Background: an optimization exercise with open tools, aiming at small area. Do not read the settings as production practice.
Function was checked by simulation only, so behaviour that the tests miss may differ from the original.
The flow treats the clock pin as an ideal source. Dropping or thinning the clock tree relies on that and would not hold on a real chip.
No activity file was given, so power comes from the tool's default toggle rates.

## conectBox
module conectBox(iResetn, iClock, nextStep, up, down, left, right, oX, oY, oColour, oPlot);
export LEC_CHECK = 0
export CAP_MARGIN = 20
export CORE_MARGIN = 2
export CORE_UTILIZATION = 40
export CTS_BUF_LIST = sky130_fd_sc_hd__clkbuf_4
export CTS_CLUSTER_DIAMETER = 500
export CTS_CLUSTER_SIZE = 50
export SLEW_MARGIN = 20
create_clock -name core_clock -period 5.0 [get_ports {iClock}]
standard.sh (not shown) runs the stock make flow with config.mk's settings and CLKGATE_MAP_FILE= SYNTH_SCRIPT=/design/flow/synth_recipe.tcl, a recipe that flattens the netlist after the stock synthesis.
==> flow/flow/run.sh <==
#!/bin/bash
# The standard layout (standard.sh) with these changes:
#  - synthesis is ORFS's synthesis exactly as standard.sh runs it, except that
#    adders are left to ABC (no extract_fa) and ABC maps the logic between the
#    registers with an area-oriented script (flow/abc_area.script); the
#    registers and their names are unchanged;
#  - the port buffers are made from the smallest buffer cell;
#  - timing-driven global placement does not keep its trial buffers.
set -euo pipefail
here=$(pwd)
mkdir -p mysynth
# ORFS's synth.tcl with only the ABC script replaced
sed "s|log_cmd abc {\*}\$abc_args|log_cmd abc -script $here/flow/abc_area.script {*}[lrange \$abc_args 2 end]|" \
  "$FLOW_HOME/scripts/synth.tcl" | sed "s/^  extract_fa {\*}\[dont_use_extract_fa_args\]/  # extract_fa skipped/" > mysynth/synth.tcl
grep -q "extract_fa skipped" mysynth/synth.tcl
grep -q "flow/abc_area.script" mysynth/synth.tcl
# The standard flow's synthesis script, sourcing that copy
sed "s|source \$::env(SCRIPTS_DIR)/synth.tcl|source $here/mysynth/synth.tcl|" synth_recipe.tcl > mysynth/synth_recipe.tcl
grep -q "mysynth/synth.tcl" mysynth/synth_recipe.tcl
sed "s|SYNTH_SCRIPT=[^ ]*|SYNTH_SCRIPT=$here/mysynth/synth_recipe.tcl|" standard.sh > mysynth/standard.sh
grep -q "mysynth/synth_recipe.tcl" mysynth/standard.sh
export BUFFER_PORTS_ARGS="-buffer_cell sky130_fd_sc_hd__buf_1"
export CTS_ARGS="-sink_clustering_enable -repair_clock_nets -buf_list sky130_fd_sc_hd__clkbuf_4 -sink_clustering_size 50 -sink_clustering_max_diameter 500 -dont_use_dummy_load"
export GPL_KEEP_OVERFLOW=0
export POST_CTS_TCL=$here/flow/noroot.tcl
bash mysynth/standard.sh > standard.log 2>&1
==> flow/flow/abc_area.script <==
strash
&get -n
&deepsyn -T 60
&put
strash
dch -f
amap
topo
==> flow/flow/noroot.tcl <==
set block [ord::get_db_block]
set clkport_net [$block findNet iClock]
set roots {}
foreach it [$clkport_net getITerms] {
  lappend roots [$it getInst]
}
if { [llength $roots] != 1 } {
  puts "noroot: clock port drives [llength $roots] pins, tree left as it is"
} else {
  set root [lindex $roots 0]
  set rootnet [[$root findITerm X] getNet]
  set leaves {}
  set ok 1
  foreach it [$rootnet getITerms] {
    set inst [$it getInst]
    if { $inst == $root } { continue }
    if { [[$it getMTerm] getName] != "A" || ![string match "sky130_fd_sc_hd__clkbuf_*" [[$inst getMaster] getName]] } { set ok 0 }
    lappend leaves $it
  }
  if { !$ok || [llength $leaves] > 4 || [llength $leaves] < 1 } {
    puts "noroot: root drives [llength $leaves] loads that are not all clock buffers, tree left as it is"
  } else {
    foreach it $leaves {
      $it disconnect
      $it connect $clkport_net
    }
    [$root findITerm A] disconnect
    [$root findITerm X] disconnect
    odb::dbInst_destroy $root
    odb::dbNet_destroy $rootnet
    puts "noroot: removed clock root buffer, clock port now drives [llength $leaves] leaf buffers"
    estimate_parasitics -placement
  }
}
The starting point finished clean.
Edit:
==> flow/flow/run.sh (replaced) <==
#!/bin/bash
# The standard layout (standard.sh) with these changes:
#  - synthesis is ORFS's synthesis exactly as standard.sh runs it, except that
#    ABC maps the logic between the registers with an area-oriented script
#    (flow/abc_area.script); the registers and their names are unchanged;
#  - the port buffers are made from the smallest buffer cell;
#  - clock tree synthesis adds no dummy loads;
#  - timing-driven global placement does not keep its trial buffers.
set -euo pipefail
here=$(pwd)
mkdir -p mysynth
# ORFS's synth.tcl with only the ABC script replaced
sed "s|log_cmd abc {\*}\$abc_args|log_cmd abc -script $here/flow/abc_area.script {*}[lrange \$abc_args 2 end]|" \
  "$FLOW_HOME/scripts/synth.tcl" > mysynth/synth.tcl
grep -q "flow/abc_area.script" mysynth/synth.tcl
# The standard flow's synthesis script, sourcing that copy
sed "s|source \$::env(SCRIPTS_DIR)/synth.tcl|source $here/mysynth/synth.tcl|" synth_recipe.tcl > mysynth/synth_recipe.tcl
grep -q "mysynth/synth.tcl" mysynth/synth_recipe.tcl
sed "s|SYNTH_SCRIPT=[^ ]*|SYNTH_SCRIPT=$here/mysynth/synth_recipe.tcl|" standard.sh > mysynth/standard.sh
grep -q "mysynth/synth_recipe.tcl" mysynth/standard.sh
export BUFFER_PORTS_ARGS="-buffer_cell sky130_fd_sc_hd__buf_1"
export CTS_ARGS="-sink_clustering_enable -repair_clock_nets -buf_list sky130_fd_sc_hd__clkbuf_4 -sink_clustering_size 50 -sink_clustering_max_diameter 500 -dont_use_dummy_load"
export GPL_KEEP_OVERFLOW=0
bash mysynth/standard.sh > standard.log 2>&1
==> flow/flow/abc_area.script (replaced) <==
strash
&get -n
&deepsyn -T 60
&put
strash
&get -n
&st
&dch -f
&nf -R 1000
&put
topo
removed: flow/flow/noroot.tcl
Outcome: The changed run completed with no timing, DRC or antenna violations. Worst setup slack got worse by 380 ps. Synthesized cell count fell by 28%. Non-clock buffer count stays the same. Die area rose by 1.3%. Flip-flop and latch count is unchanged.
Edit:
==> flow/flow/run.sh (replaced) <==
#!/bin/bash
# The standard layout (standard.sh) with two changes:
#  - synthesis is ORFS's synthesis exactly as standard.sh runs it, except that
#    ABC maps the logic between the registers with an area-oriented script
#    (flow/abc_area_iter.script); registers and their names are unchanged;
#  - the port buffers are made from the smallest buffer cell.
set -euo pipefail
here=$(pwd)
mkdir -p mysynth
# ORFS's synth.tcl with only the ABC script replaced
sed "s|log_cmd abc {\*}\$abc_args|log_cmd abc -script $here/flow/abc_area_iter.script {*}[lrange \$abc_args 2 end]|" \
  "$FLOW_HOME/scripts/synth.tcl" > mysynth/synth.tcl
grep -q "abc_area_iter.script" mysynth/synth.tcl
# The standard flow's synthesis script, sourcing that copy
sed "s|source \$::env(SCRIPTS_DIR)/synth.tcl|source $here/mysynth/synth.tcl|" synth_recipe.tcl > mysynth/synth_recipe.tcl
grep -q "mysynth/synth.tcl" mysynth/synth_recipe.tcl
sed "s|SYNTH_SCRIPT=[^ ]*|SYNTH_SCRIPT=$here/mysynth/synth_recipe.tcl|" standard.sh > mysynth/standard.sh
grep -q "mysynth/synth_recipe.tcl" mysynth/standard.sh
export CTS_ARGS="-sink_clustering_enable -repair_clock_nets -buf_list sky130_fd_sc_hd__clkbuf_4 -sink_clustering_size 50 -sink_clustering_max_diameter 500 -dont_use_dummy_load"
export GPL_KEEP_OVERFLOW=0
export BUFFER_PORTS_ARGS="-buffer_cell sky130_fd_sc_hd__buf_1"
bash mysynth/standard.sh > standard.log 2>&1
==> flow/flow/abc_area_iter.script (new file) <==
strash
dc2
&get -n
&st
&dch -f
&nf -R 1000
&put
strash
dc2
&get -n
&st
&dch -f
&nf -R 1000
&put
topo
removed: flow/flow/abc_area.script
Effect:
- setup slack got worse by 210 ps
- count of clock-buffer cells in the layout stays the same
- wire length climbs by a little under a tenth
- design area went up by a few percent
- total power went up by a few percent
- cell count increases by a little under a tenth
- sequential share of layout area decreases by 1.7 points
- synthesized area went up by a few percent
- die area increases by a few percent
- global-route usage is about the same
- sequential cell count does not change

==> re-timing with driven ports <==
In the flow no input, the clock included, has a driving cell. The finished layouts below were timed again as built, in two steps.
Step 1: set_driving_cell puts a clkbuf_16 on iClock and a buf_2 on each other input, an assumption about the parent block.
Step 2 moves the port delays by t, midway between the first and last clock arrival at a register: inputs arrive t later, outputs are due t later. That takes back most of the time a late clock gives input paths.
a / b / c = ideal / step 1 / step 2; a / b = the first two.
run | t (ns) | setup slack, ns | worst data-port slew with drivers (ns)
the first run | 0.188 | 0.953 / 0.953 / 0.953 | 0.04
the second run | 0.336 | 0.577 / 0.577 / 0.576 | 0.04
the third run | 0.341 | 0.371 / 0.371 / 0.288 | 0.03
After both steps setup and hold are still met in every run listed. For the third run, which loses most, drivers alone change the setup slack by 0.000 ns; drivers and shift together by -0.083 ns.
